This design comes from an exercise in tuning for small area on the open sky130 flow, not from production work.

==> inputs of trial 43 <==
// RISCy_CPU
module RISCy_CPU(input clk, input rst,
	output [11:0] imem_addr, input [31:0] imem_rdata,
	output [11:0] dmem_addr, output [31:0] dmem_wdata, output dmem_we, input [31:0] dmem_rdata);
make LEC_CHECK=0 CAP_MARGIN=20 CORE_MARGIN=2 CORE_UTILIZATION=40 SLEW_MARGIN=20 SYNTH_HIERARCHICAL=1 finish   # period 14.0 ns
run.sh (not shown) runs the stock make flow with config.mk's settings and CLKGATE_MAP_FILE= SYNTH_SCRIPT=/design/flow/synth_recipe.tcl, a recipe that flattens the netlist after the stock synthesis.
==> inputs of trial 30, as changes to trial 43 <==
--- a/flow/design.v
+++ b/flow/design.v
@@ -1,22 +1,40 @@
 module ALU(input [31:0] a, input [31:0] b,
 	input sel_add, input sel_neg, input sel_and, input sel_xor, input sel_diff,
 	input sel_shr, input sel_shl, input arith,
 	output [31:0] sum, output carry, output [31:0] out);
-	wire [32:0] c;
-	assign c[0] = 1'b0;
-	genvar i;
-	generate
-		for (i = 0; i < 32; i = i + 1) begin : fa
-			assign sum[i] = a[i] ^ b[i] ^ c[i];
-			assign c[i+1] = (a[i] & b[i]) | (c[i] & (a[i] ^ b[i]));
-		end
-	endgenerate
-	assign carry = c[32];
+	genvar i, k;
+	wire [8:0] cl;
+	assign cl[0] = 1'b0;
+	generate
+		for (i = 0; i < 8; i = i + 1) begin : fa
+			assign sum[i] = a[i] ^ b[i] ^ cl[i];
+			assign cl[i+1] = (a[i] & b[i]) | (cl[i] & (a[i] ^ b[i]));
+		end
+	endgenerate
+	wire [4:0] cb;
+	assign cb[1] = cl[8];
+	generate
+		for (k = 1; k < 4; k = k + 1) begin : blk
+			wire [8:0] c0, c1;
+			wire [7:0] h0, h1;
+			assign c0[0] = 1'b0;
+			assign c1[0] = 1'b1;
+			for (i = 0; i < 8; i = i + 1) begin : fa
+				assign h0[i] = a[8*k+i] ^ b[8*k+i] ^ c0[i];
+				assign c0[i+1] = (a[8*k+i] & b[8*k+i]) | (c0[i] & (a[8*k+i] ^ b[8*k+i]));
+				assign h1[i] = a[8*k+i] ^ b[8*k+i] ^ c1[i];
+				assign c1[i+1] = (a[8*k+i] & b[8*k+i]) | (c1[i] & (a[8*k+i] ^ b[8*k+i]));
+			end
+			assign sum[8*k +: 8] = (h1 & {8{cb[k]}}) | (h0 & {8{~cb[k]}});
+			assign cb[k+1] = (c1[8] & cb[k]) | (c0[8] & ~cb[k]);
+		end
+	endgenerate
+	assign carry = cb[4];
 	wire [32:0] lo_or;
 	assign lo_or[0] = 1'b0;
 	generate
 		for (i = 0; i < 32; i = i + 1) begin : ng
 			assign lo_or[i+1] = lo_or[i] | b[i];
 		end
 	endgenerate
 	wire [31:0] neg = b ^ lo_or[31:0];
@@ -63,59 +81,92 @@
 	assign ic[0] = 1'b1;
 	genvar i;
 	generate
 		for (i = 0; i < 32; i = i + 1) begin : inc
 			assign next[i] = pc[i] ^ ic[i];
 			assign ic[i+1] = pc[i] & ic[i];
 		end
 	endgenerate
-	wire [31:0] off = {{11{target[20]}}, target[20:0]};
 	wire [31:0] rel;
-	wire [32:0] c;
-	assign c[0] = 1'b0;
-	generate
-		for (i = 0; i < 32; i = i + 1) begin : ra
-			assign rel[i] = next[i] ^ off[i] ^ c[i];
-			assign c[i+1] = (next[i] & off[i]) | (c[i] & (next[i] ^ off[i]));
-		end
-	endgenerate
+	wire [21:0] c;
+	assign c[0] = 1'b1;
+	generate
+		for (i = 0; i < 21; i = i + 1) begin : ra
+			assign rel[i] = pc[i] ^ target[i] ^ c[i];
+			assign c[i+1] = (pc[i] & target[i]) | (c[i] & (pc[i] ^ target[i]));
+		end
+	endgenerate
+	wire [10:0] hi = pc[31:21];
+	wire [11:0] up, dn;
+	assign up[0] = 1'b1;
+	assign dn[0] = 1'b1;
+	generate
+		for (i = 0; i < 11; i = i + 1) begin : ud
+			assign up[i+1] = up[i] & hi[i];
+			assign dn[i+1] = dn[i] & ~hi[i];
+		end
+	endgenerate
+	wire [10:0] hi_p = hi ^ up[10:0];
+	wire [10:0] hi_m = hi ^ dn[10:0];
+	wire s = target[20];
+	assign rel[31:21] = (s == c[21]) ? hi : s ? hi_m : hi_p;
 	wire [31:0] absa = {next[31:26], target};
 	always @(posedge clk)
 		if (rst)
 			pc <= 32'd0;
 		else if (!hold)
 			pc <= take_rs ? rs : take_abs ? absa : take_rel ? rel : next;
 endmodule
 module reg_file(input clk, input rst, input [4:0] rs_add, input [4:0] rt_add,
 	input we, input [4:0] w_add, input [31:0] wd,
-	output reg [31:0] rs_data, output reg [31:0] rt_data);
+	output [31:0] rs_data, output [31:0] rt_data);
 	wire [1023:0] flat;
-	wire [31:0] wd_g = rst ? 32'd0 : wd;
-	genvar i;
+	wire [31:0] wsel = 32'd1 << w_add;
+	genvar i, j;
 	generate
 		for (i = 0; i < 32; i = i + 1) begin : r
 			reg [31:0] q;
 			always @(posedge clk)
-				if (rst | (we & (w_add == i)))
-					q <= wd_g;
+				if (rst | (we & wsel[i]))
+					q <= wd;
 			assign flat[i*32 +: 32] = q;
 		end
 	endgenerate
 	wire [31:0] rs_sel = 32'd1 << rs_add;
 	wire [31:0] rt_sel = 32'd1 << rt_add;
-	integer k;
-	always @(*) begin
-		rs_data = 32'd0;
-		rt_data = 32'd0;
-		for (k = 0; k < 32; k = k + 1) begin
-			rs_data = rs_data | (flat[k*32 +: 32] & {32{rs_sel[k]}});
-			rt_data = rt_data | (flat[k*32 +: 32] & {32{rt_sel[k]}});
-		end
-	end
+	generate
+		for (j = 0; j < 32; j = j + 1) begin : b
+			wire [31:0] col;
+			for (i = 0; i < 32; i = i + 1) begin : c
+				assign col[i] = flat[i*32 + j];
+			end
+			rf_rd rd_s(.d(col), .s(rs_sel), .y(rs_data[j]));
+			rf_rd rd_t(.d(col), .s(rt_sel), .y(rt_data[j]));
+		end
+	endgenerate
+endmodule
+module rf_rd(input [31:0] d, input [31:0] s, output y);
+	wire [11:0] t;
+	genvar i;
+	generate
+		for (i = 0; i < 10; i = i + 1) begin : g
+			rf_aoi222 u(.a1(d[3*i]), .a2(s[3*i]), .b1(d[3*i+1]), .b2(s[3*i+1]),
+				.c1(d[3*i+2]), .c2(s[3*i+2]), .y(t[i]));
+		end
+	endgenerate
+	rf_nand2 u10(.a(d[30]), .b(s[30]), .y(t[10]));
+	rf_nand2 u11(.a(d[31]), .b(s[31]), .y(t[11]));
+	assign y = ~&t;
+endmodule
+module rf_aoi222(input a1, input a2, input b1, input b2, input c1, input c2, output y);
+	assign y = ~((a1 & a2) | (b1 & b2) | (c1 & c2));
+endmodule
+module rf_nand2(input a, input b, output y);
+	assign y = ~(a & b);
 endmodule
 module RISCy_CPU(input clk, input rst,
 	output [11:0] imem_addr, input [31:0] imem_rdata,
 	output [11:0] dmem_addr, output [31:0] dmem_wdata, output dmem_we, input [31:0] dmem_rdata);
 	wire [31:0] ins = imem_rdata;
 	wire [5:0] op = ins[31:26];
 	wire [3:0] fn = ins[3:0];
 	wire [4:0] rs_a = ins[25:21];
@@ -141,38 +192,39 @@
 	wire f_and  = (fn == 4'd3);
 	wire f_xor  = (fn == 4'd4);
 	wire f_diff = (fn == 4'd5);
 	wire f_sham = (fn == 4'd6) | (fn == 4'd7) | (fn == 4'd10);
 	wire f_shl  = (fn == 4'd6) | (fn == 4'd8);
 	wire f_shr  = (fn == 4'd7) | (fn == 4'd9) | (fn == 4'd10) | (fn == 4'd11);
 	wire f_ari  = (fn == 4'd10) | (fn == 4'd11);
 	wire [31:0] rs_d, rt_d;
+	wire nr = ~rst;
 	reg C;
 	wire [31:0] b = op_imm ? {{16{ins[15]}}, ins[15:0]} :
 	                (op_r & f_sham) ? {22'd0, ins[15:6]} : rt_d;
 	wire [31:0] sum, alu_out;
 	wire carry;
 	ALU alu(.a(rs_d), .b(b),
-		.sel_add(op_addi | (op_r & f_add)), .sel_neg(op_neg | (op_r & f_neg)),
-		.sel_and(op_r & f_and), .sel_xor(op_r & f_xor), .sel_diff(op_r & f_diff),
-		.sel_shr(op_r & f_shr), .sel_shl(op_r & f_shl), .arith(f_ari),
+		.sel_add(nr & (op_addi | (op_r & f_add))), .sel_neg(nr & (op_neg | (op_r & f_neg))),
+		.sel_and(nr & op_r & f_and), .sel_xor(nr & op_r & f_xor), .sel_diff(nr & op_r & f_diff),
+		.sel_shr(nr & op_r & f_shr), .sel_shl(nr & op_r & f_shl), .arith(f_ari),
 		.sum(sum), .carry(carry), .out(alu_out));
 	always @(posedge clk)
 		if (rst) C <= 1'b0;
 		else C <= carry;
 	wire [31:0] pc, next;
 	wire rs_zero = ~|rs_d;
 	wire take_abs = op_b | op_call | (op_bcy & C) | (op_bncy & ~C);
 	wire take_rel = (op_bltz & rs_d[31]) | (op_bz & rs_zero) | (op_bnz & ~rs_zero);
 	PC_unit pcu(.clk(clk), .rst(rst), .hold(op_halt), .take_rs(op_br),
 		.take_abs(take_abs), .take_rel(take_rel), .rs(rs_d), .target(ins[25:0]),
 		.pc(pc), .next(next));
 	wire we = op_r | op_neg | op_addi | op_lw | op_call;
 	wire [4:0] w_add = op_lw ? rt_a : op_call ? 5'd31 : rs_a;
-	wire [31:0] wd = op_lw ? dmem_rdata : op_call ? next : alu_out;
+	wire [31:0] wd = ({32{nr & op_lw}} & dmem_rdata) | ({32{nr & op_call}} & next) | alu_out;
 	reg_file rf(.clk(clk), .rst(rst), .rs_add(rs_a), .rt_add(rt_a),
 		.we(we), .w_add(w_add), .wd(wd), .rs_data(rs_d), .rt_data(rt_d));
 	assign imem_addr = pc[11:0];
 	assign dmem_addr = sum[11:0];
 	assign dmem_wdata = rt_d;
 	assign dmem_we = op_sw & ~rst;
 endmodule
==> out/results.ini <==
[outcome]
layout.failed_checks=negative setup slack
status=failed layout checks

[timing]
report.final.setup_viol=259
final_min_period_over_clock_period=1.18
finalWorstSetupSlack_ns=-2.50

[pwr]
net-switching-power_mw=2.76
power.share.combinational=0.209

[cells_and_area]
clock_tree_area_fraction=0.0550

[logic_synthesis]
synthesis.instances=4369
synthesis.nets=4589

[end of results for trial 43]
==> out/results.ini <==
[timing]
final_min_period_over_clock_period=0.929
report.final.setup_viol=0

[pwr]
power.share.combinational=0.205

[logic_synthesis]
synthesis.nets=3773
synthesis.instances=3542

[cells_and_area]
clock_tree_area_fraction=0.0581

[outcome]
status=complete, no violations

[end of results for trial 30]
No functional check of the RTL was part of any run of this note.

==> separate check: timing with driven ports <==
In the flow no input, the clock included, has a driving cell. The finished layouts below were timed again as built, in two steps. Step 1 assumes that a clkbuf_16 drives the clock port and a buf_2 every other input. Step 2, shift: input delay + t, output delay - t, t = (earliest + latest rising clock arrival at the registers) / 2. This alone moves slack from input paths to output paths. a / b / c = ideal ports / drivers / drivers and shift; a / b = the first two.
run | t (ns) | setup WS [ns] | worst setup path at the end
trial 43 | 0.834 | -2.497 / -2.472 / -3.306 | input to register
trial 30 | 0.769 | 0.995 / 0.969 / 0.697 | input to register
For trial 43, which loses most, drivers alone change the setup slack by +0.025 ns; drivers and shift together by -0.809 ns.
